Background: an optimization exercise with open tools, aiming at a short achievable clock period and few clock cycles. Do not read the settings as production practice. The RTL was checked by simulation tests, not by an equivalence proof against the original design. Power figures rest on the tool's default switching activity, not on a simulated workload.

==> design/flow/design.v <==
module RegisterFile(
    input         CLK,
    input         we,
    input  [4:0]  wa,
    input  [31:0] wd,
    input  [4:0]  ra1,
    input  [4:0]  ra2,
    output [31:0] rd1,
    output [31:0] rd2
    );
    reg [31:0] regs [1:31];
    always @(posedge CLK) begin
        if (we && wa != 5'd0)
            regs[wa] <= wd;
    end
    assign rd1 = (ra1 == 5'd0) ? 32'h0 : regs[ra1];
    assign rd2 = (ra2 == 5'd0) ? 32'h0 : regs[ra2];
endmodule
module MultipleCycleCPU(
        input CLK,
        input RST,
        output [31:0] imem_addr,
        input  [31:0] imem_rdata,
        output [31:0] dmem_addr,
        output [31:0] dmem_wdata,
        output dmem_we,
        input  [31:0] dmem_rdata,
        output halted
    );
    localparam [5:0] OP_ADD = 6'b000000, OP_SUB = 6'b000001, OP_ADDIU = 6'b000010,
                     OP_AND = 6'b010000, OP_ANDI = 6'b010001, OP_ORI = 6'b010010,
                     OP_XORI = 6'b010011, OP_SLL = 6'b011000, OP_SLTI = 6'b100110,
                     OP_SLT = 6'b100111, OP_SW = 6'b110000, OP_LW = 6'b110001,
                     OP_BEQ = 6'b110100, OP_BNE = 6'b110101, OP_BLTZ = 6'b110110,
                     OP_J = 6'b111000, OP_JR = 6'b111001, OP_JAL = 6'b111010,
                     OP_HALT = 6'b111111;
    reg [31:0] fPC;        
    reg [31:0] eA;         
    reg [31:0] eT;         
    reg [31:0] eB;         
    reg [4:0]  eSa;        
    reg [31:0] ePc4;       
    reg [31:0] eTarget;    
    reg [4:0]  eDst;       
    reg        eWe;        
    reg eSelAdd, eSelSub, eSelAnd, eSelOr, eSelXor, eSelSlt, eSelSll, eSelPc4;
    reg eLw, eSw, eHalt;
    reg eBeq, eBne, eBltz, ePred;
    reg [31:0] mAddr, mData, mResult;
    reg [4:0]  mDst;
    reg        mWe, mLw, mSw, mHalt;
    assign dmem_addr  = mAddr;
    assign dmem_wdata = mData;
    assign dmem_we    = mSw;
    assign halted     = mHalt;
    wire [31:0] mRes = mLw ? dmem_rdata : mResult;
    wire [31:0] sum  = eA + eB;
    wire [31:0] diff = eA - eB;
    wire        lt   = (eA[31] != eB[31]) ? eA[31] : diff[31];
    wire [31:0] sll  = eT << eSa;
    wire        eq   = (eA == eT);
    wire [31:0] eResult =
          ({32{eSelAdd}}  & sum)
        | ({32{eSelSub}}  & diff)
        | ({32{eSelAnd}}  & (eA & eB))
        | ({32{eSelOr}}   & (eA | eB))
        | ({32{eSelXor}}  & (eA ^ eB))
        | ({32{eSelSlt}}  & {31'b0, lt})
        | ({32{eSelSll}}  & sll)
        | ({32{eSelPc4}}  & ePc4);
    wire taken   = (eBeq & eq) | (eBne & ~eq) | (eBltz & diff[31]);
    wire mispred = (eBeq | eBne | eBltz) & (taken != ePred);
    wire [31:0] fixPC = ePred ? ePc4 : eTarget;
    assign imem_addr = fPC;
    wire [31:0] ins = imem_rdata;
    wire [5:0]  op  = ins[31:26];
    wire [4:0]  rs  = ins[25:21];
    wire [4:0]  rt  = ins[20:16];
    wire [4:0]  rd  = ins[15:11];
    wire [15:0] imm = ins[15:0];
    wire [31:0] rf1, rf2;
    RegisterFile RegisterFile(.CLK(CLK), .we(mWe), .wa(mDst), .wd(mRes),
                              .ra1(rs), .ra2(rt), .rd1(rf1), .rd2(rf2));
    wire [31:0] rsVal = (eWe && eDst == rs) ? eResult :
                        (mWe && mDst == rs) ? mRes : rf1;
    wire [31:0] rtVal = (eWe && eDst == rt) ? eResult :
                        (mWe && mDst == rt) ? mRes : rf2;
    wire dAdd  = op == OP_ADD,  dSub  = op == OP_SUB,  dAddiu = op == OP_ADDIU;
    wire dAnd  = op == OP_AND,  dAndi = op == OP_ANDI, dOri   = op == OP_ORI;
    wire dXori = op == OP_XORI, dSll  = op == OP_SLL,  dSlti  = op == OP_SLTI;
    wire dSlt  = op == OP_SLT,  dSw   = op == OP_SW,   dLw    = op == OP_LW;
    wire dBeq  = op == OP_BEQ,  dBne  = op == OP_BNE,  dBltz  = op == OP_BLTZ;
    wire dJ    = op == OP_J,    dJr   = op == OP_JR,   dJal   = op == OP_JAL;
    wire dHalt = op == OP_HALT;
    wire zext   = dAndi | dOri | dXori;
    wire useImm = dAddiu | dAndi | dOri | dXori | dSlti | dLw | dSw;
    wire [31:0] extImm = {{16{imm[15] & ~zext}}, imm};
    wire wrRd = dAdd | dSub | dAnd | dSll | dSlt;
    wire wrRt = dAddiu | dAndi | dOri | dXori | dSlti | dLw;
    wire [4:0] dst = dJal ? 5'd31 : (wrRt ? rt : rd);
    wire writes = (wrRd | wrRt | dJal) && dst != 5'd0;
    wire readsRs = ~(dSll | dJ | dJal | dHalt);
    wire readsRt = dAdd | dSub | dAnd | dSll | dSlt | dSw | dBeq | dBne | dBltz;
    wire loadUse = eLw & eWe & ((readsRs & (eDst == rs)) | (readsRt & (eDst == rt)));
    wire sameReg = (rs == rt);
    wire pred = dBeq ? (sameReg | imm[15]) :
                dBne ? (~sameReg) :
                       (~sameReg & imm[15]);
    wire [31:0] fPc4 = {fPC[31:2] + 30'd1, fPC[1:0]};
    wire [31:0] fBr  = {fPC[31:2] + {{14{imm[15]}}, imm} + 30'd1, fPC[1:0]};
    wire [31:0] fJmp = {fPc4[31:28], ins[25:0], 2'b00};
    wire [31:0] fNext = dHalt ? fPC :
                        (dJ | dJal) ? fJmp :
                        dJr ? rsVal :
                        ((dBeq | dBne | dBltz) & pred) ? fBr : fPc4;
    wire bubble = mispred | loadUse;
    always @(posedge CLK or negedge RST) begin
        if (!RST) begin
            fPC <= 32'h0;
            eA <= 32'h0; eT <= 32'h0; eB <= 32'h0; eSa <= 5'h0;
            ePc4 <= 32'h0; eTarget <= 32'h0; eDst <= 5'h0; eWe <= 1'b0;
            eSelAdd <= 1'b0; eSelSub <= 1'b0; eSelAnd <= 1'b0; eSelOr <= 1'b0;
            eSelXor <= 1'b0; eSelSlt <= 1'b0; eSelSll <= 1'b0; eSelPc4 <= 1'b0;
            eLw <= 1'b0; eSw <= 1'b0; eHalt <= 1'b0;
            eBeq <= 1'b0; eBne <= 1'b0; eBltz <= 1'b0; ePred <= 1'b0;
            mAddr <= 32'h0; mData <= 32'h0; mResult <= 32'h0; mDst <= 5'h0;
            mWe <= 1'b0; mLw <= 1'b0; mSw <= 1'b0; mHalt <= 1'b0;
        end else begin
            fPC <= mispred ? fixPC : (loadUse ? fPC : fNext);
            eA <= rsVal;
            eT <= rtVal;
            eB <= useImm ? extImm : rtVal;
            eSa <= ins[4:0];
            ePc4 <= fPc4;
            eTarget <= fBr;
            eDst <= dst;
            eWe <= writes & ~bubble;
            eSelAdd <= dAdd | dAddiu | dLw | dSw;
            eSelSub <= dSub;
            eSelAnd <= dAnd | dAndi;
            eSelOr <= dOri;
            eSelXor <= dXori;
            eSelSlt <= dSlt | dSlti;
            eSelSll <= dSll;
            eSelPc4 <= dJal;
            eLw <= dLw & ~bubble;
            eSw <= dSw & ~bubble;
            eHalt <= dHalt & ~bubble;
            eBeq <= dBeq & ~bubble;
            eBne <= dBne & ~bubble;
            eBltz <= dBltz & ~bubble;
            ePred <= pred;
            mAddr <= sum;
            mData <= eT;
            mResult <= eResult;
            mDst <= eDst;
            mWe <= eWe;
            mLw <= eLw;
            mSw <= eSw;
            mHalt <= eHalt;
        end
    end
endmodule
==> design/flow/flow/run.sh <==
#!/bin/bash
set -o pipefail
MARGIN=${MARGIN:-8.5}
cp standard.sh standard_sh.log
cp config.mk config_mk_orig.log
sed -i '/SETUP_SLACK_MARGIN/d' config.mk
echo "export SETUP_SLACK_MARGIN = $MARGIN" >> config.mk
bash standard.sh > standard.log 2>&1
==> design/flow/standard.sh <==
#!/bin/bash
# synth_recipe.tcl (not shown) runs the flow's synth.tcl, then flattens the netlist and writes it again
# the make line also repeats each setting of config.mk as NAME=value (left out here)
make -C /OpenROAD-flow-scripts/flow DESIGN_CONFIG=/design/flow/config.mk WORK_HOME=/design/flow/orfs CLKGATE_MAP_FILE= SYNTH_SCRIPT=/design/flow/synth_recipe.tcl "${@:-finish}"
==> design/flow/config.mk <==
export PLATFORM = sky130hd
export DESIGN_NAME = MultipleCycleCPU
export DESIGN_NICKNAME = MultipleCycleCPU
export VERILOG_FILES = /design/flow/design.v
export SDC_FILE = /design/flow/constraint.sdc
export NUM_CORES = 4
export LEC_CHECK = 0
export CAP_MARGIN = 20
export CORE_MARGIN = 2
export CORE_UTILIZATION = 40
export SLEW_MARGIN = 20
export SETUP_SLACK_MARGIN = 8.5
==> design/flow/constraint.sdc <==
create_clock -name core_clock -period 12.5 [get_ports {CLK}]
set_input_delay 2.5000 -clock core_clock [delete_from_list [all_inputs] [get_ports {CLK}]]
set_output_delay 2.5000 -clock core_clock [all_outputs]
set_load 0.01 [all_outputs]
==> summary.txt, run 1 <==
* Floorplan row count at ~150
* Total gr overflow at 0
* RSZ-0062 raised after global routing: yes
* Worst relative slew slack at 19.5%
* Number of flops mapped to enable cells by yosys at roughly 1000
* Relative contribution of combinational cells to total power at between 20 and 30%
* First-pass GRT wire length at just under 400000 um
* Via count of the first global-routing pass at around 49000
* Top-Level Pins at 164
* LEAKAGE at around 32 nW
* Peak supply drop at ~160 uV
* Fmax at between 0.2 and 0.25 GHz
* PD cells at between 150 and 200 mW/mm2
* Max stage delay on crit path at between 0.5 and 0.6 ns
* CTS tree: done
* Share of synthesized cell area in full adder, half adder and majority cells at 2.39%
* Sink count of the clock tree at 1313
* Quantity of I/O buffers inserted on ports at 163
* Clock tree skew after final layout at 0.0284 ns
* Total Die Area at about 0.18 mm2
* Core Area at 0.171 mm2
* Clock tree root driver cell: sky130_fd_sc_hd__clkbuf_16
* Worst-Margin Slew at around 1.2 ns
* Number of design-rule violations left by the first detailed-router iteration at 6952
* Final core utilization at 50.9%
* Pre-CTS setup slack at approximately 5.5 ns
* Post-CTS clock slew at the launch and capture registers of the worst setup and hold paths at 0.06 ns
* Crit. Startpoint: eA[17]
* Wire per inst at about 37 um
* Routed wire length at roughly 280000 um
* Height of the die at around 420 um
* Setup crit end kind: register
* Maximum count of clock buffers along a single path at 3
* Proportion of synthesized chip area in sequential cells at between 50% and 60%
* Fraction of layout instances using a drive strength above 1 at 35.1%
* Worst-path fanout max at 14
* Worst-path cell chain: inv_1 > ha_1 > buf_4 > nor2b_1 > o21ai_0 > nand3_1 > a31oi_4 > nand2b_4 > nand2_4 > a21oi_4 > o21ai_2 > nor2b_4 > fa_2 > buf_12 > nor2b_4 > o31a_1 > nor3_4 > buf_12 > nand2b_4 > buf_4 > a221oi_2 > a221oi_1
* Insertion delay of the later-clocked pin in the worst-skew pair at around 0.8 ns
* Number of pins with negative max-slew slack in the final report at 0
* Total GRT Usage at a little under a third
* Number of buffers created by CTS at approximately 150
* Startpoint of the most critical register-to-register path: eA[17]
* Synth warn at 2
* Startpoint type of the worst setup path: register
* Area fraction in and, or, nand and nor cells after synthesis at roughly 5.6%
* Total half-perimeter wirelength after legalization and detailed placement at about 160000 um
* Clock H-tree levels at 4
* Hold Startpoint: eSw
* Via density at between 6 and 7
* XOR/XNOR share of the synthesized area at 1.95%
* Mean post-synth cell area at 14.0 um2
* Clock share of power at 31.4%
* Clock period minus worst slack at between 4 and 5 ns
* Met3 capacity usage during global routing at around 6.8%
* Post-Synthesis Cells at about 4900
* Critical path's slowest cell: sky130_fd_sc_hd__fa_2
* Initial standard-cell utilization of the core at between 40 and 50%
* Async SR Flop Fraction at 24.4%
* Class of the worst hold path: register to register
* Total buffers and inverters traversed by the critical path at 5
* Post-route setup TNS at 0 ns
* Sw Share at 32.8%
* Worst Path Required at approximately 13 ns
* CP delay by family, top: simple AND/OR/NAND/NOR gates
* Grt peak-use layer: met2
* Area fraction in compound gates after synthesis at about 11%
* Via Count at between 50000 and 60000
* Least setup slack across all paths after layout at 7.86 ns
* Synthesis-to-finish area growth at 26.6%
* Number of search-and-repair iterations in the first detailed-routing pass at 6
* Post-detailed-route count of antenna-violating nets at 0
* Max Cap Violations at 0
* Count of cell types in the netlist at about 100
* Routability Congestion at 0.979
* Final hold violations at 0
* Die width at between 400 and 500 um
* Net count after synthesis at about 5100
* Crit Path Class: register to register
* Total standard cell area after synthesis at approximately 0.069 mm2
* Data arrival time of the critical path at about 5.3 ns
* GRT met1 Usage at between 30% and 40%
* Multiplexer share of the synthesized area at 20.5%
* Number of nets in the finished design at between 5000 and 6000
* Dominant synthesized flop cell: sky130_fd_sc_hd__edfxtp_1
* Net switching component of the power at about 0.0045 W
* Sequential group share of total power at about two fifths
* Result of the run: timing/DRC/antenna clean
* Dominant combinational cell family by area after synthesis: multiplexers
* Number of remaining DRC errors at 0
* Power Total at 0.0137 W
* Internal at 0.00921 W
* Register bit count reported by yosys at around 1300
* Pin count of the biggest net entering global routing at 80
* Final clock period utilization by the worst path at about 37%
* Initial antenna violation count at 7
* Global routing usage on met2 at ~50%
* Final setup fails at 0
## routing by layer
layer	vias to the layer above	share of wire [%]
met4	6	8.9
met5	-	0.014
li1	20500	-
met2	3491	46
met3	997	10
met1	26500	35
## what timing repair did
| item | in CTS | in global routing |
|---|---|---|
| buffers inserted | 218 | 103 |
| hold buffers | 0 | 0 |
| resized for setup | 864 | 321 |
| pin swaps | 116 | 149 |
| cloned | 70 | 8 |
| setup endpoints to repair | 328 | 201 |
## through the flow
step | instances | cell area [um2] | hold slack, ns
4_1_cts | 7604 | 84700 | 0.350
6_report | 7719 | 87000 | 0.350
5_1_grt | 7715 | 87000 | 0.356
3_5_place_dp | 7059 | 73400 | 0.336
3_3_place_gp | 7058 | 73300 | 0.335
2_1_floorplan | 4903 | 70400 | 0.331
## worst paths after layout
kind	slack, ns	cells past startpoint	end
min in group asynchronous	1.62	1	mAddr[31]
max	7.86	22	fPC[11]
min reg2reg	0.35	0	mSw
max reg2reg	7.86	22	fPC[11]
min	0.35	0	mSw
max in group asynchronous	8.87	3	fPC[13]
## power by group through the flow
stage / sequential [W] / clock (W) / combinational (W)
after floorplan: 0.00547 / 0 / 0.00194
after global placement: 0.00560 / 0 / 0.00303
after detailed placement: 0.00561 / 0 / 0.00305
after CTS: 0.00546 / 0.00430 / 0.00359
after global routing: 0.00548 / 0.00448 / 0.00410
final: 0.00547 / 0.00430 / 0.00393
## logic make-up (layout without fill, tap and decap cells)
group | count (synthesis) | in the layout
AOI/OAI and AO/OA | 1096 | 1096
and+or+nand+nor | 830 | 832
DFF | 1313 | 1313
adders and majority gates | 129 | 129
other | 0 | 4
buffers and inverters | 510 | 1087
xor gates and xnor gates | 153 | 153
muxes | 872 | 872
## flip-flops by register name, indices dropped and copies added, names as in the netlist, 5 cells and up
| name | flops |
|---|---|
| mDst | 5 |
| mData | 32 |
| eT | 32 |
| mResult | 32 |
| eDst | 5 |
| eSa | 5 |
| ePc4 | 30 |
| fPC | 32 |
| eTarget | 32 |
| eB | 32 |
| mAddr | 32 |
| eA | 32 |
| RegisterFile.regs | 992 |
## cell usage after synthesis, types with 22 or more instances
master	number	share of area, %
sky130_fd_sc_hd__o21ai_0	162	1.2
sky130_fd_sc_hd__nand2b_1	31	0.28
sky130_fd_sc_hd__o21a_1	22	0.24
sky130_fd_sc_hd__nor2b_1	36	0.33
sky130_fd_sc_hd__a211oi_1	85	0.93
sky130_fd_sc_hd__xnor2_1	86	1.1
sky130_fd_sc_hd__nor4_1	22	0.20
sky130_fd_sc_hd__a22oi_1	65	0.71
sky130_fd_sc_hd__mux2_2	89	1.5
sky130_fd_sc_hd__nor3_1	68	0.49
sky130_fd_sc_hd__o211ai_1	56	0.61
sky130_fd_sc_hd__ha_1	125	2.3
sky130_fd_sc_hd__a21oi_1	258	1.9
sky130_fd_sc_hd__edfxtp_1	992	43
sky130_fd_sc_hd__buf_2	66	0.48
sky130_fd_sc_hd__clkbuf_1	197	1.1
sky130_fd_sc_hd__a21o_1	50	0.55
sky130_fd_sc_hd__xor2_1	67	0.85
sky130_fd_sc_hd__mux4_2	420	14
sky130_fd_sc_hd__nand4_1	23	0.21
sky130_fd_sc_hd__buf_1	34	0.19
sky130_fd_sc_hd__nor2_1	258	1.4
sky130_fd_sc_hd__inv_1	135	0.74
sky130_fd_sc_hd__mux2i_1	356	5.2
sky130_fd_sc_hd__buf_4	47	0.51
sky130_fd_sc_hd__and3_1	24	0.22
sky130_fd_sc_hd__a221oi_1	135	1.7
sky130_fd_sc_hd__nand2_1	230	1.3
sky130_fd_sc_hd__a31oi_1	38	0.35
sky130_fd_sc_hd__nand3_1	82	0.60
sky130_fd_sc_hd__dfrtp_1	321	12
## cells in the final DEF (no fill, tap or decap), types with 81 or more instances in the layout
cell	Yosys	final
sky130_fd_sc_hd__buf_4	47	289
sky130_fd_sc_hd__xnor2_1	86	81
sky130_fd_sc_hd__mux2i_1	356	328
sky130_fd_sc_hd__a21oi_1	258	204
sky130_fd_sc_hd__inv_1	135	117
sky130_fd_sc_hd__edfxtp_1	992	992
sky130_fd_sc_hd__nor2_1	258	203
sky130_fd_sc_hd__clkbuf_16	0	156
sky130_fd_sc_hd__o21ai_0	162	90
sky130_fd_sc_hd__dfrtp_1	321	273
sky130_fd_sc_hd__mux4_2	420	420
sky130_fd_sc_hd__nand2_1	230	216
sky130_fd_sc_hd__a221oi_2	2	86
sky130_fd_sc_hd__ha_1	125	81
## area by class of cell
cell class,instances,area [um2]
tap,2233,2790
clock inverter,74,703
inverter,144,604
clock buffer,183,3960
sequential,1313,37900
antenna,4,10.0
fill,14100,84100
timing repair inverter,2,12.5
multi-input combinational,3082,32400
timing repair buffer,684,8690
## worst register-to-register path, stage by stage, from the launching register on
cell                       delay [ns]
sky130_fd_sc_hd__dfrtp_2         0.45
sky130_fd_sc_hd__inv_1           0.06
sky130_fd_sc_hd__ha_1            0.29
sky130_fd_sc_hd__buf_4           0.21
sky130_fd_sc_hd__nor2b_1         0.15
sky130_fd_sc_hd__o21ai_0         0.20
sky130_fd_sc_hd__nand3_1         0.19
sky130_fd_sc_hd__a31oi_4         0.20
sky130_fd_sc_hd__nand2b_4        0.17
sky130_fd_sc_hd__nand2_4         0.05
sky130_fd_sc_hd__a21oi_4         0.18
sky130_fd_sc_hd__o21ai_2         0.07
sky130_fd_sc_hd__nor2b_4         0.14
sky130_fd_sc_hd__fa_2            0.56
sky130_fd_sc_hd__buf_12          0.14
sky130_fd_sc_hd__nor2b_4         0.05
sky130_fd_sc_hd__o31a_1          0.27
sky130_fd_sc_hd__nor3_4          0.26
sky130_fd_sc_hd__buf_12          0.17
sky130_fd_sc_hd__nand2b_4        0.24
sky130_fd_sc_hd__buf_4           0.16
sky130_fd_sc_hd__a221oi_2        0.03
sky130_fd_sc_hd__a221oi_1        0.28
Testbench counts, summed over its fixed seeds: cycles 154,628.
==> run 2, diff against run 1 <==
--- a/design/flow/design.v
+++ b/design/flow/design.v
@@ -16,4 +16,24 @@
     assign rd1 = (ra1 == 5'd0) ? 32'h0 : regs[ra1];
     assign rd2 = (ra2 == 5'd0) ? 32'h0 : regs[ra2];
+endmodule
+module CmpTree #(parameter W = 32) (
+    input  [W-1:0] a,
+    input  [W-1:0] b,
+    output         lt,
+    output         eq
+    );
+    generate
+        if (W == 1) begin : leaf
+            assign lt = ~a[0] & b[0];
+            assign eq = ~(a[0] ^ b[0]);
+        end else begin : node
+            localparam H = W / 2;
+            wire ltH, eqH, ltL, eqL;
+            CmpTree #(W - H) hi (.a(a[W-1:H]), .b(b[W-1:H]), .lt(ltH), .eq(eqH));
+            CmpTree #(H)     lo (.a(a[H-1:0]), .b(b[H-1:0]), .lt(ltL), .eq(eqL));
+            assign lt = ltH | (eqH & ltL);
+            assign eq = eqH & eqL;
+        end
+    endgenerate
 endmodule
 module MultipleCycleCPU(
@@ -59,5 +79,4 @@
     wire        lt   = (eA[31] != eB[31]) ? eA[31] : diff[31];
     wire [31:0] sll  = eT << eSa;
-    wire        eq   = (eA == eT);
     wire [31:0] eResult =
           ({32{eSelAdd}}  & sum)
@@ -69,5 +88,9 @@
         | ({32{eSelSll}}  & sll)
         | ({32{eSelPc4}}  & ePc4);
-    wire taken   = (eBeq & eq) | (eBne & ~eq) | (eBltz & diff[31]);
+    wire ltLow, eqLow;
+    CmpTree #(31) cmpE (.a(eA[30:0]), .b(eT[30:0]), .lt(ltLow), .eq(eqLow));
+    wire brEq   = eqLow & (eA[31] == eT[31]);
+    wire brSign = eA[31] ^ eT[31] ^ ltLow;
+    wire taken   = (eBeq & brEq) | (eBne & ~brEq) | (eBltz & brSign);
     wire mispred = (eBeq | eBne | eBltz) & (taken != ePred);
     wire [31:0] fixPC = ePred ? ePc4 : eTarget;
--- a/design/flow/flow/run.sh
+++ b/design/flow/flow/run.sh
@@ -6,3 +6,4 @@
 sed -i '/SETUP_SLACK_MARGIN/d' config.mk
 echo "export SETUP_SLACK_MARGIN = $MARGIN" >> config.mk
+echo "export BUFFER_PORTS_ARGS = -buffer_cell sky130_fd_sc_hd__buf_4" >> config.mk
 bash standard.sh > standard.log 2>&1
--- a/design/flow/config.mk
+++ b/design/flow/config.mk
@@ -11,2 +11,3 @@
 export SLEW_MARGIN = 20
 export SETUP_SLACK_MARGIN = 8.5
+export BUFFER_PORTS_ARGS = -buffer_cell sky130_fd_sc_hd__buf_4
==> run 2 against run 1 <==
  * Total power fell by 0.32%
  * Hold slack better by 0.0026 ns
  * Still clean on timing, DRC and antenna
  * Combinational power down 2%
  * Critical endpoint is now fPC[0]
  * Highest routed layer unchanged
  * Via count up 0.27%
  * Synthesized cell count increased by 0.49%
  * Sequential power is essentially flat
  * Global-route usage down 0.33 points
  * Die area up 0.38%
  * Setup slack worse by 0.38 ns
==> summary.txt, run 2 <==
* Worst Path Required at approximately 13 ns
* Total of fill cells in the finished design at between 10000 and 15000
* RSZ-0062 raised after global routing: yes
* Number of search-and-repair iterations in the first detailed-routing pass at 9
* Maximum count of clock buffers along a single path at 3
* Synthesis-to-finish area growth at 25.7%
* Hold Path Cell Cnt at 0
* Initial antenna violation count at 6
* Floorplan row count at 152
* Class of the worst hold path: register to register
* Routability Congestion at between 0.9 and 1
* Post-route setup TNS at 0 ns
* Via Count at around 52000
* Number of buffers created by CTS at roughly 140
* Net count after synthesis at between 5000 and 6000
* Number of nets in the finished design at approximately 5600
* Worst-Margin Slew at about 1.2 ns
* Crit. Startpoint: eB[1]
* Height of the die at between 400 and 500 um
* Sink count of the clock tree at approximately 1300
* Peak supply drop at roughly 140 uV
* Largest cells by area after synthesis: sky130_fd_sc_hd__edfxtp_1, sky130_fd_sc_hd__mux4_2, sky130_fd_sc_hd__dfrtp_1
* Die width at ~420 um
* Global routing usage on met2 at between 40% and 50%
* Crit Path Class: register to register
* Final setup fails at 0
* Final design area excluding fillers at 0.0868 mm2
* Proportion of synthesized chip area in sequential cells at a little over half
* Register bit count reported by yosys at 1313
* Async SR Flop Fraction at 24.4%
* Fraction of post-synthesis cell area in the top cell type by area at a little over two fifths
* Register area at around 0.038 mm2
* Dominant synthesized flop cell: sky130_fd_sc_hd__edfxtp_1
* Max Cap Violations at 0
* Placed Instances at around 7200
* CTS tree: done
* Cell accounting for the most synthesized area: sky130_fd_sc_hd__edfxtp_1
* Flip-flop count of the largest register after layout at 992
* Clock tree root driver cell: sky130_fd_sc_hd__clkbuf_16
* Worst relative slew slack at 15.3%
* Grt peak-use layer: met2
* Synth warn at 2
* Data arrival time of the critical path at between 5 and 6 ns
* Wire per inst at roughly 36 um
* Hold Startpoint: eHalt
* Total Die Area at 0.176 mm2
* Most frequent standard cell in the layout excluding fill and tap cells: sky130_fd_sc_hd__edfxtp_1
* Top cells by instance count after synthesis: sky130_fd_sc_hd__edfxtp_1, sky130_fd_sc_hd__mux4_2, sky130_fd_sc_hd__mux2i_1
* Post-CTS clock slew at the launch and capture registers of the worst setup and hold paths at ~0.06 ns
* Register with the highest flop count: RegisterFile.regs
* Pin count of the biggest net entering global routing at slightly above 80
* Max stage delay on crit path at 0.57 ns
* Final hold violations at 0
* Depth of the worst register-to-register path at 19
* Commonest cells after routing, fill and taps aside: sky130_fd_sc_hd__edfxtp_1, sky130_fd_sc_hd__mux4_2, sky130_fd_sc_hd__buf_4, sky130_fd_sc_hd__mux2i_1, sky130_fd_sc_hd__dfrtp_1
* Clock H-tree levels at 4
* Startpoint of the most critical register-to-register path: eB[1]
* Quantity of I/O buffers inserted on ports at around 160
* Post-Synthesis Cells at roughly 5000
* Mean post-synth cell area at 14.0 um2
* Top-Level Pins at approximately 160
* PD cells at 157 mW/mm2
* Via density at between 6 and 7
* Clock period minus worst slack at about 5.0 ns
* Fmax at ~0.20 GHz
* Total GRT Usage at 31.4%
* Worst-path fanout max at 5
* Total gr overflow at 0
* Clock tree skew after final layout at between 0.04 and 0.05 ns
* Result of the run: timing/DRC/antenna clean
* Number of design-rule violations left by the first detailed-router iteration at 7192
* First-pass GRT wire length at ~390000 um
* Count of cell types in the netlist at between 90 and 100
* Number of pins with negative max-slew slack in the final report at 0
* Setup crit end kind: register
* Core Area at 0.172 mm2
* Initial standard-cell utilization of the core at between 40% and 50%
* Total half-perimeter wirelength after legalization and detailed placement at roughly 160000 um
* Routed wire length at roughly 280000 um
* Total standard cell area after synthesis at between 0.06 and 0.07 mm2
* Most used standard cell by instance count after synthesis: sky130_fd_sc_hd__edfxtp_1
* Number of flops mapped to enable cells by yosys at about 990
* GRT met1 Usage at between 30% and 40%
* LEAKAGE at approximately 32 nW
* Critical path's slowest cell: sky130_fd_sc_hd__fa_1
* Startpoint type of the worst setup path: register
* Pre-CTS setup slack at between 5 and 6 ns
* Number of non-filler instances in the completed layout at roughly 7800
* Multi-input logic area at between 0.03 and 0.04 mm2
* Worst-path cell chain: inv_2 > ha_4 > o21ba_1 > or4_4 > a21oi_4 > nand2_2 > a211oi_4 > a2111oi_4 > nor3_1 > nor2_1 > o21bai_1 > a221oi_2 > fa_1 > a22oi_1 > o2111ai_2 > a21oi_4 > mux2i_4 > a221oi_1 > nor2_1
* Met3 capacity usage during global routing at about 6.4%
* Final clock period utilization by the worst path at between 40% and 50%
* Insertion delay of the later-clocked pin in the worst-skew pair at between 0.8 and 0.9 ns
* Number of remaining DRC errors at 0
* Placed Area at 0.0730 mm2
* Via count of the first global-routing pass at slightly below 50000
* Fraction of layout instances using a drive strength above 1 at a little over a third
* Least setup slack across all paths after layout at between 7 and 8 ns
* Post-detailed-route count of antenna-violating nets at 0
## run 2: cell count changes after synthesis, sizes merged, moves of 12 or more
cell / delta
nand2: +48
a221oi: -37
mux4: +34
nor2: +34
ha: +31
mux2: -30
xor2: -29
a211oi: -14
a31oi: -14
a21oi: +13
buf: -13
o21ai: +12
## run 2: power by group
part | leakage, nW | internal (W) | switching [W]
Clock | 2.27 | 0.00246 | 0.00185
Combinational | 16.6 | 0.00160 | 0.00225
Sequential | 13.0 | 0.00513 | 0.000361
## run 2: path summary, 6_finish.rpt
| check | to | slack, ns |
|---|---|---|
| worst max register to register | fPC[0] | 7.48 |
| worst min-delay path | mHalt | 0.35 |
| max in group asynchronous | ePred | 8.83 |
| worst max-delay path | fPC[0] | 7.48 |
| min in group asynchronous | mAddr[26] | 1.71 |
| worst min register to register | mHalt | 0.35 |
## run 2: what timing repair did
item                                    4_1_cts  5_1_grt
endpoints found under the hold margin         0        0
gates resized for setup                     578      293
endpoints found under the setup margin      189      140
buffers inserted                            206       94
gates cloned                                 74       16
hold buffers                                  0        0
pin swaps                                   118      167
## run 2: logic make-up after synthesis
family                   after synthesis  synth area share, %
AO/OA/AOI/OAI                       1071                 10.6
XOR/XNOR                             121                 1.54
adder cells (fa/ha/maj)              160                 2.94
buffers and inverters                499                 3.29
flip-flops                          1313                 54.8
multiplexers                         868                 20.9
AND/OR/NAND/NOR                      895                 5.90
## run 2: critical path: cells and delay by family (launching register included)
family | cells | cell delay [ns]
AO/OA/AOI/OAI | 10 | 2.44
AND/OR/NAND/NOR | 5 | 0.93
adder cells (fa/ha/maj) | 2 | 0.79
flip-flops | 1 | 0.41
multiplexers | 1 | 0.17
buffers and inverters | 1 | 0.12
## run 2: layout make-up
type / count / share of cell area [%]
diodes: 3 / 0.00865
clock buffers: 183 / 4.42
clock inverters: 70 / 0.972
inverters: 144 / 0.659
multi-input cells: 3116 / 37.1
flip-flops and latches: 1313 / 43.6
well taps: 2310 / 3.33
repair buffers: 664 / 9.93
## run 2: metrics by stage
stage	hold slack, ns	util (%)	power (W)
2_1_floorplan	0.331	-	0.00728
3_3_place_gp	0.335	42.5	0.00848
3_5_place_dp	0.339	42.5	0.00849
4_1_cts	0.355	49.1	0.0134
5_1_grt	0.355	50.6	0.0140
6_report	0.352	50.6	0.0137
## run 2: routing by layer
metal / vias up / share of wire [%]
li1: 20600 / -
met1: 26600 / 35
met2: 3522 / 46
met3: 944 / 9.8
met4: 4 / 8.5
met5: - / 0.0082
Testbench counts of run 2, summed over its fixed seeds: cycles 154,628.
==> run 3, diff against run 2 <==
--- a/design/flow/design.v
+++ b/design/flow/design.v
@@ -66,5 +66,6 @@
     reg eSelAdd, eSelSub, eSelAnd, eSelOr, eSelXor, eSelSlt, eSelSll, eSelPc4;
     reg eLw, eSw, eHalt;
-    reg eBeq, eBne, eBltz, ePred;
+    reg eBeq, eBne, eBltz, ePred, eJr;
+    reg [31:0] ras;        
     reg [31:0] mAddr, mData, mResult;
     reg [4:0]  mDst;
@@ -77,5 +78,7 @@
     wire [31:0] sum  = eA + eB;
     wire [31:0] diff = eA - eB;
-    wire        lt   = (eA[31] != eB[31]) ? eA[31] : diff[31];
+    wire ltuLow, equLow;
+    CmpTree #(31) cmpSlt (.a(eA[30:0]), .b(eB[30:0]), .lt(ltuLow), .eq(equLow));
+    wire        lt   = (eA[31] != eB[31]) ? eA[31] : ltuLow;
     wire [31:0] sll  = eT << eSa;
     wire [31:0] eResult =
@@ -93,6 +96,7 @@
     wire brSign = eA[31] ^ eT[31] ^ ltLow;
     wire taken   = (eBeq & brEq) | (eBne & ~brEq) | (eBltz & brSign);
-    wire mispred = (eBeq | eBne | eBltz) & (taken != ePred);
-    wire [31:0] fixPC = ePred ? ePc4 : eTarget;
+    wire jrOk    = (eA == eTarget);
+    wire mispred = ((eBeq | eBne | eBltz) & (taken != ePred)) | (eJr & ~jrOk);
+    wire [31:0] fixPC = eJr ? eA : (ePred ? ePc4 : eTarget);
     assign imem_addr = fPC;
     wire [31:0] ins = imem_rdata;
@@ -131,10 +135,33 @@
                        (~sameReg & imm[15]);
     wire [31:0] fPc4 = {fPC[31:2] + 30'd1, fPC[1:0]};
-    wire [31:0] fBr  = {fPC[31:2] + {{14{imm[15]}}, imm} + 30'd1, fPC[1:0]};
+    wire [16:0] brLo = {1'b0, fPC[17:2]} + {1'b0, imm} + 17'd1;
+    wire [13:0] hi0  = fPC[31:18];
+    wire [13:0] hiP, hiM;
+    genvar k;
+    generate
+        for (k = 0; k < 14; k = k + 1) begin : incdec
+            if (k == 0) begin : b0
+                assign hiP[k] = ~hi0[k];
+                assign hiM[k] = ~hi0[k];
+            end else begin : bk
+                assign hiP[k] = hi0[k] ^ (&hi0[k-1:0]);
+                assign hiM[k] = hi0[k] ^ ~(|hi0[k-1:0]);
+            end
+        end
+    endgenerate
+    wire [13:0] brHi = (brLo[16] == imm[15]) ? hi0 : (brLo[16] ? hiP : hiM);
+    wire [31:0] fBr  = {brHi, brLo[15:0], fPC[1:0]};
     wire [31:0] fJmp = {fPc4[31:28], ins[25:0], 2'b00};
-    wire [31:0] fNext = dHalt ? fPC :
-                        (dJ | dJal) ? fJmp :
-                        dJr ? rsVal :
-                        ((dBeq | dBne | dBltz) & pred) ? fBr : fPc4;
+    wire isBr  = dBeq | dBne | dBltz;
+    wire sSelf = dHalt;
+    wire sJmp  = dJ | dJal;
+    wire sJr   = dJr;
+    wire sBr   = isBr & pred;
+    wire sSeq  = ~(sSelf | sJmp | sJr | sBr);
+    wire [31:0] fNext = ({32{sSelf}} & fPC)
+                      | ({32{sJmp}}  & fJmp)
+                      | ({32{sJr}}   & ras)
+                      | ({32{sBr}}   & fBr)
+                      | ({32{sSeq}}  & fPc4);
     wire bubble = mispred | loadUse;
     always @(posedge CLK or negedge RST) begin
@@ -147,4 +174,5 @@
             eLw <= 1'b0; eSw <= 1'b0; eHalt <= 1'b0;
             eBeq <= 1'b0; eBne <= 1'b0; eBltz <= 1'b0; ePred <= 1'b0;
+            eJr <= 1'b0; ras <= 32'h0;
             mAddr <= 32'h0; mData <= 32'h0; mResult <= 32'h0; mDst <= 5'h0;
             mWe <= 1'b0; mLw <= 1'b0; mSw <= 1'b0; mHalt <= 1'b0;
@@ -156,5 +184,7 @@
             eSa <= ins[4:0];
             ePc4 <= fPc4;
-            eTarget <= fBr;
+            eTarget <= dJr ? ras : fBr;
+            eJr <= dJr & ~bubble;
+            if (dJal) ras <= fPc4;
             eDst <= dst;
             eWe <= writes & ~bubble;
==> run 3 against run 2 <==
  * Largest cell class unchanged
  * Core utilization shrank 1.4 points
  * First-iteration DRC count rose by 16%
  * Still clean on timing, DRC and antenna
  * Fmax up 19%
  * Largest power group unchanged
  * Combinational power down 2%
==> summary.txt, run 3 <==
* Max Cap Violations at 0
* Number of search-and-repair iterations in the first detailed-routing pass at 7
* First-pass GRT wire length at about 400000 um
* Post-CTS clock slew at the launch and capture registers of the worst setup and hold paths at 0.06 ns
* Post-detailed-route count of antenna-violating nets at 0
* Dominant synthesized flop cell: sky130_fd_sc_hd__edfxtp_1
* Total standard cell area after synthesis at between 0.07 and 0.08 mm2
* Sequential group share of total power at around two fifths
* Number of flops mapped to enable cells by yosys at roughly 990
* Most frequent standard cell in the layout excluding fill and tap cells: sky130_fd_sc_hd__edfxtp_1
* Top cells by instance count after synthesis: sky130_fd_sc_hd__edfxtp_1, sky130_fd_sc_hd__mux4_2, sky130_fd_sc_hd__dfrtp_1
* Die width at 427 um
* Critical path's slowest cell: sky130_fd_sc_hd__ha_4
* Pre-CTS setup slack at ~5.5 ns
* Total Die Area at 0.182 mm2
* Crit Path Class: input port to register
* Height of the die at ~430 um
* Fmax at around 0.24 GHz
* Class of the worst hold path: register to register
* Result of the run: timing/DRC/antenna clean
* CTS tree: done
* Number of design-rule violations left by the first detailed-router iteration at about 8400
* Post-route setup TNS at 0 ns
* Sink count of the clock tree at 1348
* Peak supply drop at 154 uV
* Post-Synthesis Cells at about 5300
* Data arrival time of the critical path at 4.95 ns
* Flip-flop count of the largest register after layout at about 990
* Final setup fails at 0
* Total GRT Usage at a little under a third
* Clock H-tree levels at 4
* Most used standard cell by instance count after synthesis: sky130_fd_sc_hd__edfxtp_1
* Worst relative slew slack at between 20% and 30%
* Initial antenna violation count at 15
* Top-Level Pins at about 160
* Number of buffers created by CTS at 147
* Proportion of synthesized chip area in sequential cells at between 50 and 60%
* Placed Area at 0.0761 mm2
* Relative contribution of combinational cells to total power at between 20% and 30%
* Net count after synthesis at ~5500
* Max stage delay on crit path at roughly 0.28 ns
* Synth warn at 2
* Commonest cells after routing, fill and taps aside: sky130_fd_sc_hd__edfxtp_1, sky130_fd_sc_hd__mux4_2, sky130_fd_sc_hd__buf_4, sky130_fd_sc_hd__mux2i_1, sky130_fd_sc_hd__nand2_1
* Total buffers and inverters traversed by the critical path at 3
* PD cells at about 160 mW/mm2
* Worst-path fanout max at 16
* Async SR Flop Fraction at a little over a quarter
* Clock tree skew after final layout at ~0.054 ns
* Synthesis-to-finish area growth at 22.4%
* Worst Path Required at around 13 ns
* Fraction of post-synthesis cell area in the top cell type by area at between 40% and 50%
* RSZ-0062 raised after global routing: yes
* Clock share of power at 32.0%
* Mean post-synth cell area at approximately 14 um2
* CP delay by family, top: compound AO/OA/AOI/OAI gates
* Core Area at ~0.18 mm2
* Worst-Margin Slew at ~1.1 ns
* LEAKAGE at approximately 33 nW
* Cell accounting for the most synthesized area: sky130_fd_sc_hd__edfxtp_1
* Initial standard-cell utilization of the core at 40.2%
* Register bit count reported by yosys at between 1000 and 1500
* Pin count of the biggest net entering global routing at about 130
* Startpoint type of the worst setup path: input port
* Number of nets in the finished design at ~6000
* Register with the highest flop count: RegisterFile.regs
* Total gr overflow at 0
* Number of remaining DRC errors at 0
* Total half-perimeter wirelength after legalization and detailed placement at between 150000 and 200000 um
* Insertion delay of the later-clocked pin in the worst-skew pair at ~0.82 ns
* Net switching component of the power at ~0.0046 W
* Setup crit end kind: register
* Power Total at ~0.014 W
* Routed wire length at 297000 um
* Routability Congestion at a little under 1
* Final hold violations at 0
* Via Count at ~54000
* Least setup slack across all paths after layout at between 8 and 9 ns
* Number of pins with negative max-slew slack in the final report at 0
* Clock tree root driver cell: sky130_fd_sc_hd__clkbuf_16
* Quantity of I/O buffers inserted on ports at 163
* Via count of the first global-routing pass at between 50000 and 60000
* Most frequent cell on the critical path: sky130_fd_sc_hd__buf_6
* Final design area excluding fillers at 0.0876 mm2
* Sw Share at 33.0%
* Final clock period utilization by the worst path at around 34%
* Maximum count of clock buffers along a single path at 3
* Largest cells by area after synthesis: sky130_fd_sc_hd__edfxtp_1, sky130_fd_sc_hd__mux4_2, sky130_fd_sc_hd__dfrtp_1
* Count of cell types in the netlist at 95
* Wire per inst at ~37 um
* Final hold slack at approximately 0.35 ns
* Via density at between 6 and 7
* Floorplan row count at 155
* Fraction of layout instances using a drive strength above 1 at roughly 31%
* Internal at roughly 0.0094 W
* Worst-path cell chain: buf_12 > ha_4 > nor2_1 > a211o_1 > nand3b_1 > o22a_4 > buf_6 > buf_6 > or2_4 > o22a_1 > o31ai_2 > a22oi_1 > mux2i_1
* Clock period minus worst slack at about 4.2 ns
* Quantity of hold-fixing buffers added after cts at 0
==> run 3: cell count changes after synthesis, sizes merged, moves of 17 or more <==
| cell | change |
|---|---|
| o21ai | +41 |
| mux2 | +41 |
| xor2 | +40 |
| nand2 | +47 |
| dfrtp | +35 |
| a21oi | +64 |
| ha | +24 |
| a21o | -17 |
| clkbuf | +37 |
| nor2b | +24 |
| nand3 | -24 |
==> run 3: metrics by stage <==
stage / cells / utilization [%]
global route: 8081 / 49.2
detailed placement: 7526 / 42.8
CTS: 7973 / 48.1
finish: 8089 / 49.2
floorplan: 5273 / -
global placement: 7525 / 42.7
==> run 3: area by class of cell <==
class / instances / area (um2)
multi-input cells: 3383 / 33100
diodes: 20 / 50.0
well taps: 2355 / 2950
clock buffers: 199 / 4080
inverters: 157 / 617
clock inverters: 68 / 848
repair buffers: 559 / 7190
fillers: 15000 / 90400
flip-flops and latches: 1348 / 38800
==> run 3: worst register-to-register path, cell delays in order (launching register included) <==
cell and delay, ns:
sky130_fd_sc_hd__dfrtp_2 0.48, sky130_fd_sc_hd__buf_4 0.28, sky130_fd_sc_hd__inv_1 0.11, sky130_fd_sc_hd__ha_1 0.36, sky130_fd_sc_hd__nand4_1 0.22, sky130_fd_sc_hd__nor4_1 0.25, sky130_fd_sc_hd__buf_4 0.21, sky130_fd_sc_hd__o311a_4 0.24
sky130_fd_sc_hd__a211oi_1 0.07, sky130_fd_sc_hd__o211a_1 0.20, sky130_fd_sc_hd__xnor2_1 0.21, sky130_fd_sc_hd__a21oi_2 0.24, sky130_fd_sc_hd__mux2i_4 0.38, sky130_fd_sc_hd__buf_12 0.21, sky130_fd_sc_hd__nor4b_4 0.37
==> run 3: power by group through the flow <==
stage	sequential, W	combinational [W]	clock [W]
3_3_place_gp	0.00588	0.00306	0
2_1_floorplan	0.00567	0.00203	0
3_5_place_dp	0.00589	0.00309	0
5_1_grt	0.00580	0.00397	0.00468
4_1_cts	0.00577	0.00350	0.00449
6_report	0.00579	0.00376	0.00448
==> run 3: what timing repair did <==
item / in CTS / in global routing
setup endpoints to repair: 191 / 129
gates cloned: 56 / 13
gates resized for setup: 387 / 205
setup buffers: 124 / 83
pin swaps: 64 / 96
==> run 3: metal layers <==
layer	routed length, um	track usage, %	vias to the layer above	part of all wire (%)
met5	126	0	-	0.042
met1	106000	40.8	27700	36
met3	33900	6.83	943	11
li1	-	-	21500	-
met2	133000	48.5	4056	45
met4	24200	20.8	4	8.1
==> run 3: cell families after synthesis <==
group | Yosys count | share of synthesized area [%]
simple gates | 977 | 6.23
buf+inv | 543 | 3.18
compound gates | 1189 | 11.2
fa+ha+maj | 183 | 3.23
flops | 1348 | 54.1
xor+xnor | 147 | 1.80
mux | 886 | 20.3
==> run 3: final timing paths <==
check | from | slack [ns] | depth (start not counted) | to
worst min-delay path | eSw | 0.35 | 0 | mSw
worst max-delay path | imem_rdata[15] | 8.28 | 13 | fPC[20]
min in group asynchronous | RST | 1.72 | 1 | mAddr[22]
worst max register to register | eA[30] | 8.51 | 14 | eSw
worst min register to register | eSw | 0.35 | 0 | mSw
max in group asynchronous | RST | 8.83 | 3 | fPC[26]
Testbench counts of run 3, summed over its fixed seeds: cycles 154,628.
==> run 4, diff against run 3 <==
--- a/design/flow/flow/run.sh
+++ b/design/flow/flow/run.sh
@@ -1,5 +1,5 @@
 #!/bin/bash
 set -o pipefail
-MARGIN=${MARGIN:-8.5}
+MARGIN=${MARGIN:-9}
 cp standard.sh standard_sh.log
 cp config.mk config_mk_orig.log
--- a/design/flow/config.mk
+++ b/design/flow/config.mk
@@ -8,6 +8,6 @@
 export CAP_MARGIN = 20
 export CORE_MARGIN = 2
-export CORE_UTILIZATION = 40
+export CORE_UTILIZATION = 60
 export SLEW_MARGIN = 20
-export SETUP_SLACK_MARGIN = 8.5
+export SETUP_SLACK_MARGIN = 9
 export BUFFER_PORTS_ARGS = -buffer_cell sky130_fd_sc_hd__buf_4
==> run 4 against run 3 <==
  * Cell area grew 4.7%
  * Largest power group unchanged
  * Highest routed layer unchanged
  * Core utilization up 28 points
  * Fmax is 6.0% lower
  * Final cell count fell by 7.7%
  * Sequential share of layout area fell by 2.0 points
  * Still clean on timing, DRC and antenna
==> summary.txt, run 4 <==
* CP delay by family, top: multiplexers
* Wire per inst at roughly 41 um
* Setup crit end kind: register
* Clock H-tree levels at 4
* First-pass GRT wire length at 417000 um
* Data arrival time of the critical path at between 5 and 6 ns
* Via count of the first global-routing pass at roughly 55000
* Maximum count of clock buffers along a single path at 3
* Routed wire length at roughly 310000 um
* Flip-flop count of the largest register after layout at between 900 and 1000
* Max Cap Violations at 0
* Clock share of power at 29.5%
* Pin count of the biggest net entering global routing at between 80 and 90
* Number of nets in the finished design at around 6100
* Relative contribution of combinational cells to total power at 30.6%
* Total of fill cells in the finished design at between 6000 and 7000
* Class of the worst hold path: register to register
* Proportion of synthesized chip area in sequential cells at a little over half
* Worst path depth at 9
* Result of the run: timing/DRC/antenna clean
* Total buffers and inverters traversed by the critical path at 2
* Largest cells by area after synthesis: sky130_fd_sc_hd__edfxtp_1, sky130_fd_sc_hd__mux4_2, sky130_fd_sc_hd__dfrtp_1
* Multiplexer share of the synthesized area at between 20% and 30%
* Terminus of the critical flop-to-flop path: eB[6]
* Setup slack of the most critical reg-to-reg path at between 8 and 9 ns
* Dominant synthesized flop cell: sky130_fd_sc_hd__edfxtp_1
* Post-detailed-route count of antenna-violating nets at 0
* Startpoint of the most critical register-to-register path: eSa[0]
* Commonest cells after routing, fill and taps aside: sky130_fd_sc_hd__edfxtp_1, sky130_fd_sc_hd__mux4_2, sky130_fd_sc_hd__buf_4, sky130_fd_sc_hd__mux2i_1, sky130_fd_sc_hd__nand2_1
* Startpoint type of the worst setup path: input port
* Sw Share at 33.9%
* CTS tree: done
* Initial antenna violation count at 13
* Sequential group share of total power at 39.9%
* Net switching component of the power at approximately 0.0049 W
* RSZ-0062 raised after global routing: yes
* Final core utilization at between 70% and 80%
* Critical path's slowest cell: sky130_fd_sc_hd__o211ai_1
* Termination of the worst setup path: eB[7]
* Quantity of I/O buffers inserted on ports at between 150 and 200
* Number of buffers created by CTS at between 100 and 150
* Final hold violations at 0
* Top cells by instance count after synthesis: sky130_fd_sc_hd__edfxtp_1, sky130_fd_sc_hd__mux4_2, sky130_fd_sc_hd__dfrtp_1
* XOR/XNOR share of the synthesized area at under 10%
* Count of cell types in the netlist at 95
* Clock period minus worst slack at approximately 4.5 ns
* Fmax at roughly 0.22 GHz
* Depth of the worst register-to-register path at 7
* Total gr overflow at 0
* Area fraction in and, or, nand and nor cells after synthesis at 6.23%
* Number of search-and-repair iterations in the first detailed-routing pass at 7
* Via Count at around 58000
* Worst-path cell chain: buf_16 > buf_16 > mux4_2 > mux4_2 > o211ai_1 > o21ai_1 > nand2_1 > o21ai_2 > mux2_4
* Worst relative slew slack at 11.8%
* Worst Path Required at about 13 ns
* Insertion delay of the later-clocked pin in the worst-skew pair at approximately 0.8 ns
* Floorplan row count at 126
* Register bit count reported by yosys at 1348
* Crit. Startpoint: imem_rdata[16]
* Placed Area at roughly 0.075 mm2
* Total Die Area at approximately 0.12 mm2
* Number of non-filler instances in the completed layout at 7470
* Clock tree root driver cell: sky130_fd_sc_hd__clkbuf_16
* Net count after synthesis at roughly 5500
* Placed Instances at about 6700
* Number of remaining DRC errors at 0
* Async SR Flop Fraction at 26.4%
* Worst-path fanout max at 5
* Cell accounting for the most synthesized area: sky130_fd_sc_hd__edfxtp_1
* Die width at 349 um
* Height of the die at between 300 and 400 um
* Total half-perimeter wirelength after legalization and detailed placement at 167000 um
* Worst-Margin Slew at between 1 and 1.5 ns
* Total standard cell area after synthesis at between 0.07 and 0.08 mm2
* Number of pins with negative max-slew slack in the final report at 0
* Max stage delay on crit path at 0.64 ns
* Core Area at around 0.12 mm2
* Post-route setup TNS at 0 ns
* LEAKAGE at 34.5 nW
* Via density at 7.72
* Final setup fails at 0
* Final design area excluding fillers at 0.0917 mm2
* Routability Congestion at about 1
* Synth warn at 2
* Sink count of the clock tree at 1348
* Synthesis-to-finish area growth at 28.2%
* Number of flops mapped to enable cells by yosys at approximately 990
* Fraction of post-synthesis cell area in the top cell type by area at 41.6%
* Area fraction in compound gates after synthesis at between 10% and 20%
* Fraction of layout instances using a drive strength above 1 at 37.3%
* Dominant combinational cell family by area after synthesis: multiplexers
* Post-Synthesis Cells at approximately 5300
* Peak supply drop at 136 uV
* Mean post-synth cell area at ~14 um2
* Register area at approximately 0.039 mm2
* Multi-input logic area at 0.0354 mm2
* Power Total at 0.0145 W
* PD cells at about 160 mW/mm2
* Post-CTS clock slew at the launch and capture registers of the worst setup and hold paths at 0.06 ns
* Crit Path Class: input port to register
* Share of synthesized cell area in full adder, half adder and majority cells at 3.23%
* Top-Level Pins at between 150 and 200
* Internal at 0.00957 W
* Number of design-rule violations left by the first detailed-router iteration at 9566
* Quantity of hold-fixing buffers added after cts at 0
* Most used standard cell by instance count after synthesis: sky130_fd_sc_hd__edfxtp_1
* Register with the highest flop count: RegisterFile.regs
* Final clock period utilization by the worst path at 35.9%
* Clock tree skew after final layout at around 0.052 ns
* Initial standard-cell utilization of the core at 60.5%
* Total GRT Usage at roughly 49%
* Most frequent standard cell in the layout excluding fill and tap cells: sky130_fd_sc_hd__edfxtp_1
-- run 4: cell counts after synthesis --
Identical to the previous run, type by type.
-- run 4: what timing repair did --
| action | 4_1_cts | 5_1_grt |
|---|---|---|
| cloned | 93 | 17 |
| endpoints found under the setup margin | 438 | 474 |
| pin swaps | 173 | 179 |
| endpoints found under the hold margin | 0 | 0 |
| setup buffers | 276 | 112 |
| gates resized for setup | 939 | 363 |
-- run 4: how the worst min path moves through the flow --
stage               slack [ns]  startpoint  depth (start not counted)  endpoint
detailed placement        0.34         eSw                          0       mSw
floorplan                 0.33       eHalt                          0     mHalt
global route              0.36         eSw                          0       mSw
global placement          0.33         eSw                          0       mSw
CTS                       0.35         eSw                          0       mSw
finish                    0.35         eSw                          0       mSw
-- run 4: power groups by stage --
stage | sequential, W | clock (W) | combinational [W]
2_1_floorplan | 0.00567 | 0 | 0.00204
3_3_place_gp | 0.00587 | 0 | 0.00307
3_5_place_dp | 0.00588 | 0 | 0.00310
4_1_cts | 0.00574 | 0.00420 | 0.00395
5_1_grt | 0.00577 | 0.00441 | 0.00461
6_report | 0.00578 | 0.00426 | 0.00443
-- run 4: final cells by class --
type                    count  share of cell area [%]
repair inverters            3                  0.0246
flip-flops and latches   1348                    42.3
clock buffers             195                    4.32
inverters                 157                   0.708
clock inverters            69                   0.652
multi-input cells        3388                    38.6
well taps                1536                    2.10
diodes                      2                 0.00546
repair buffers            772                    11.4
-- run 4: cells by family (layout without fill, tap and decap cells) --
logic type	Yosys count	in the layout
buffers and inverters	543	1196
DFF	1348	1348
AOI/OAI and AO/OA	1189	1190
other	0	2
muxes	886	886
adders and majority gates	183	183
xor gates and xnor gates	147	147
and+or+nand+nor	977	982
-- run 4: routing by layer --
layer | track usage [%] | routed length (um) | up-vias
li1 | - | - | 22000
met1 | 61.7 | 98800 | 28500
met2 | 69.8 | 130000 | 5580
met3 | 16.5 | 47600 | 1634
met4 | 39.2 | 32000 | 16
met5 | 0.549 | 162 | -
-- run 4: metrics by stage --
step | setup slack, ns | hold WS (ns)
2_1_floorplan | 7.84 | 0.331
4_1_cts | 8.25 | 0.354
5_1_grt | 8.10 | 0.364
3_5_place_dp | 5.79 | 0.341
6_report | 8.01 | 0.349
3_3_place_gp | 5.37 | 0.334
==> run 5, diff against run 4 <==
--- a/design/flow/flow/run.sh
+++ b/design/flow/flow/run.sh
@@ -7,3 +7,4 @@
 echo "export SETUP_SLACK_MARGIN = $MARGIN" >> config.mk
 echo "export BUFFER_PORTS_ARGS = -buffer_cell sky130_fd_sc_hd__buf_4" >> config.mk
+echo "export ADDER_MAP_FILE =" >> config.mk
 bash standard.sh > standard.log 2>&1
--- a/design/flow/config.mk
+++ b/design/flow/config.mk
@@ -12,2 +12,3 @@
 export SETUP_SLACK_MARGIN = 9
 export BUFFER_PORTS_ARGS = -buffer_cell sky130_fd_sc_hd__buf_4
+export ADDER_MAP_FILE =
==> run 5 against run 4 <==
  * Count of clock-buffer cells in the layout is 18 lower
  * Largest power group unchanged
  * Combinational power is 8.6% lower
  * Sequential power is 0.7% higher
  * Critical endpoint is now eB[0]
  * Highest routed layer unchanged
  * Still clean
  * Synthesized area is 1.3% lower
  * Total power is 1.4% lower
  * Setup slack better by 0.21 ns
  * First-iteration DRC count is 1.6% higher
==> summary.txt, run 5 <==
* Total Die Area at 0.121 mm2
* Worst Path Required at between 10 and 15 ns
* Commonest cells after routing, fill and taps aside: sky130_fd_sc_hd__edfxtp_1, sky130_fd_sc_hd__mux4_2, sky130_fd_sc_hd__nand2_1, sky130_fd_sc_hd__buf_4, sky130_fd_sc_hd__dfrtp_1
* Worst-path fanout max at 37
* Total half-perimeter wirelength after legalization and detailed placement at 161000 um
* CTS tree: done
* Via Count at ~57000
* Flip-flop count of the largest register after layout at a little under 1000
* Via count of the first global-routing pass at 54100
* Async SR Flop Fraction at between 20% and 30%
* Sw Share at about 33%
* Quantity of I/O buffers inserted on ports at 163
* Fraction of post-synthesis cell area in the top cell type by area at between 40% and 50%
* Hold Startpoint: eSw
* Top-Level Pins at 164
* Hold Path Cell Cnt at 0
* Number of flops mapped to enable cells by yosys at around 990
* Insertion delay of the later-clocked pin in the worst-skew pair at 0.83 ns
* Total of fill cells in the finished design at between 6000 and 7000
* Setup crit end kind: register
* Post-detailed-route count of antenna-violating nets at 0
* Maximum count of clock buffers along a single path at 3
* PD cells at about 160 mW/mm2
* Final setup fails at 0
* Proportion of synthesized chip area in sequential cells at a little over half
* Total GRT Usage at 48.9%
* Clock tree root driver cell: sky130_fd_sc_hd__clkbuf_16
* Number of design-rule violations left by the first detailed-router iteration at ~9700
* Pin count of the biggest net entering global routing at ~110
* Power Total at around 0.014 W
* Sequential group share of total power at around 41%
* Startpoint type of the worst setup path: input port
* Fraction of layout instances using a drive strength above 1 at 36.3%
* Setup slack of the most critical reg-to-reg path at 8.73 ns
* Height of the die at 347 um
* Number of buffers created by CTS at about 140
* Data arrival time of the critical path at approximately 5.0 ns
* Floorplan row count at approximately 130
* Fmax at roughly 0.23 GHz
* Most used standard cell by instance count after synthesis: sky130_fd_sc_hd__edfxtp_1
* Routed wire length at between 300000 and 400000 um
* Final core utilization at between 70% and 80%
* Class of the worst hold path: register to register
* Final hold violations at 0
* Clock tree skew after final layout at between 0.07 and 0.08 ns
* Number of pins with negative max-slew slack in the final report at 0
* Count of cell types in the netlist at slightly below 100
* Number of nets in the finished design at around 5800
* Clock period minus worst slack at between 4 and 5 ns
* Dominant synthesized flop cell: sky130_fd_sc_hd__edfxtp_1
* RSZ-0062 raised after global routing: yes
* Register bit count reported by yosys at between 1000 and 1500
* First-pass GRT wire length at a little over 400000 um
* Internal at roughly 0.0096 W
* Quantity of hold-fixing buffers added after cts at 0
* LEAKAGE at 32.7 nW
* Post-Synthesis Cells at ~5300
* Cell accounting for the most synthesized area: sky130_fd_sc_hd__edfxtp_1
* Initial standard-cell utilization of the core at between 60% and 70%
* Net count after synthesis at 5346
* Terminus of the critical flop-to-flop path: eB[0]
* Number of search-and-repair iterations in the first detailed-routing pass at 7
* Sink count of the clock tree at roughly 1300
* Wire per inst at 41.4 um
* Relative contribution of combinational cells to total power at approximately 28%
* Startpoint of the most critical register-to-register path: eA[15]
* Top cells by instance count after synthesis: sky130_fd_sc_hd__edfxtp_1, sky130_fd_sc_hd__mux4_2, sky130_fd_sc_hd__nand2_1
* Routability Congestion at between 1 and 1.5
* Synthesis-to-finish area growth at 27.0%
* Die width at between 300 and 400 um
* Clock share of power at between 30 and 40%
* Mean post-synth cell area at ~13 um2
* Peak supply drop at about 160 uV
* Most frequent standard cell in the layout excluding fill and tap cells: sky130_fd_sc_hd__edfxtp_1
* Clock H-tree levels at 4
* Max Cap Violations at 0
* Core Area at approximately 0.12 mm2
* Depth of the worst register-to-register path at 11
* Worst-Margin Slew at 1.16 ns
* Net switching component of the power at ~0.0047 W
* Total standard cell area after synthesis at between 0.07 and 0.08 mm2
* Worst relative slew slack at 22.7%
* Via density at a little under 8
* Initial antenna violation count at 21
* Post-route setup TNS at 0 ns
* Crit Path Class: input port to register
* Synth warn at 2
* Final clock period utilization by the worst path at around a third
* Hold endpoint: mSw
* Post-CTS clock slew at the launch and capture registers of the worst setup and hold paths at around 0.060 ns
* Number of remaining DRC errors at 0
* Total gr overflow at 0
* Register with the highest flop count: RegisterFile.regs
* Result of the run: timing/DRC/antenna clean
* Largest cells by area after synthesis: sky130_fd_sc_hd__edfxtp_1, sky130_fd_sc_hd__mux4_2, sky130_fd_sc_hd__dfrtp_1
==> run 5: cell count changes in the layout (fill, tap and decap cells not counted), sizes merged, moves of 34 or more <==
cell and change:
a22oi -34, nand2 +57, nor2 -46, mux2i -53, xnor2 +117, ha -180, inv -43, maj3 +59
==> run 5: worst max-delay path by stage <==
stage | to | cells past startpoint | from
floorplan | fPC[21] | 11 | imem_rdata[12]
global placement | eB[24] | 10 | imem_rdata[16]
detailed placement | eB[24] | 10 | imem_rdata[16]
CTS | eB[12] | 9 | imem_rdata[16]
global route | fPC[28] | 15 | imem_rdata[1]
finish | eB[0] | 11 | imem_rdata[17]
==> run 5: what timing repair did <==
action,CTS,global route
gates resized for setup,849,304
pin swaps,192,172
setup buffers,240,121
gates cloned,87,6
endpoints found under the setup margin,474,532
==> run 5: power groups by stage <==
| stage | logic [W] | registers, W | clock network, W |
|---|---|---|---|
| finish | 0.00405 | 0.00582 | 0.00440 |
| global route | 0.00421 | 0.00583 | 0.00454 |
| CTS | 0.00365 | 0.00579 | 0.00433 |
| detailed placement | 0.00292 | 0.00595 | 0 |
| global placement | 0.00289 | 0.00595 | 0 |
| floorplan | 0.00206 | 0.00563 | 0 |
==> run 5: cell type report <==
class	instances	area, um2	share of cell area (%)
Multi-Input combinational cell	3370	33500	37.4
Clock inverter	77	892	0.994
Tap cell	1524	1910	2.13
Sequential cell	1348	38800	43.2
Antenna cell	9	22.5	0.0251
Timing Repair Buffer	758	10400	11.5
Timing Repair inverter	2	12.5	0.0139
Inverter	109	453	0.505
Clock buffer	177	3790	4.22
==> run 5: through the flow <==
| stage | setup WS [ns] | hold WS [ns] | area (um2) | instances |
|---|---|---|---|---|
| finish | 8.22 | 0.365 | 89700 | 7374 |
| global route | 8.26 | 0.373 | 89700 | 7369 |
| CTS | 8.35 | 0.365 | 87000 | 7238 |
| detailed placement | 5.71 | 0.340 | 74000 | 6657 |
| global placement | 5.76 | 0.335 | 74000 | 6656 |
| floorplan | 7.63 | 0.331 | 72600 | 5280 |
==> run 5: worst max-delay path, cell delays in order <==
cell                       delay (ns)
sky130_fd_sc_hd__buf_16          0.15
sky130_fd_sc_hd__nor2b_4         0.15
sky130_fd_sc_hd__buf_12          0.21
sky130_fd_sc_hd__a221oi_4        0.37
sky130_fd_sc_hd__nor2_2          0.09
sky130_fd_sc_hd__o211ai_1        0.73
sky130_fd_sc_hd__nand3_1         0.25
sky130_fd_sc_hd__o21ai_2         0.15
sky130_fd_sc_hd__nand2_2         0.11
sky130_fd_sc_hd__o21ai_2         0.09
sky130_fd_sc_hd__mux2_4          0.16
==> run 5: cell families (layout without fill, tap and decap cells) <==
family / count (synthesis) / in the layout / synth area share [%]
AOI/OAI and AO/OA: 1179 / 1179 / 11.0
xor gates and xnor gates: 260 / 260 / 3.24
adders and majority gates: 59 / 59 / 0.841
buffers and inverters: 563 / 1123 / 3.30
DFF: 1348 / 1348 / 54.8
muxes: 828 / 828 / 20.0
other: 0 / 9 / 0
and+or+nand+nor: 1043 / 1044 / 6.87
==> run 5: routing by layer <==
| layer | vias up | global-route usage (%) | share of wire [%] |
|---|---|---|---|
| met5 | - | 0 | 0.12 |
| met4 | 22 | 36.8 | 10 |
| met3 | 1605 | 17.1 | 16 |
| met2 | 5674 | 70.1 | 42 |
| met1 | 27800 | 61.6 | 31 |
| li1 | 21600 | - | - |

afterwards: timing with drivers on the ports:
No port has a modelled driver above. Below, the same layouts with a new extraction and two added sets of constraints. Step 1 (the two cells are an assumption about what drives the block):
set clk [get_ports {CLK}]
set_driving_cell -lib_cell sky130_fd_sc_hd__clkbuf_16 $clk
set_driving_cell -lib_cell sky130_fd_sc_hd__buf_2 [delete_from_list [all_inputs] $clk]
Step 2 adds t to the input delays and takes it off the output delays; t is the mean of the earliest and latest rising clock arrival at the registers after step 1. Input paths then give back, and output paths get back, about the clock's delay inside the block. a / b / c = no drivers / after step 1 / after step 2; a / b = the first two.
run	t (ns)	slack for setup (ns)	pins driven straight from the clock port
run 1	0.886	7.861 / 7.709 / 6.823	1
run 2	0.869	7.479 / 7.479 / 6.852	1
run 3	0.882	8.279 / 8.019 / 7.137	1
run 4	0.869	8.010 / 7.667 / 6.799	1
run 5	0.878	8.225 / 7.952 / 7.074	1
After both steps every run listed still meets setup and hold. The setup slack of run 4, which loses most, moves by -0.343 ns with the drivers and by -1.211 ns with both steps.
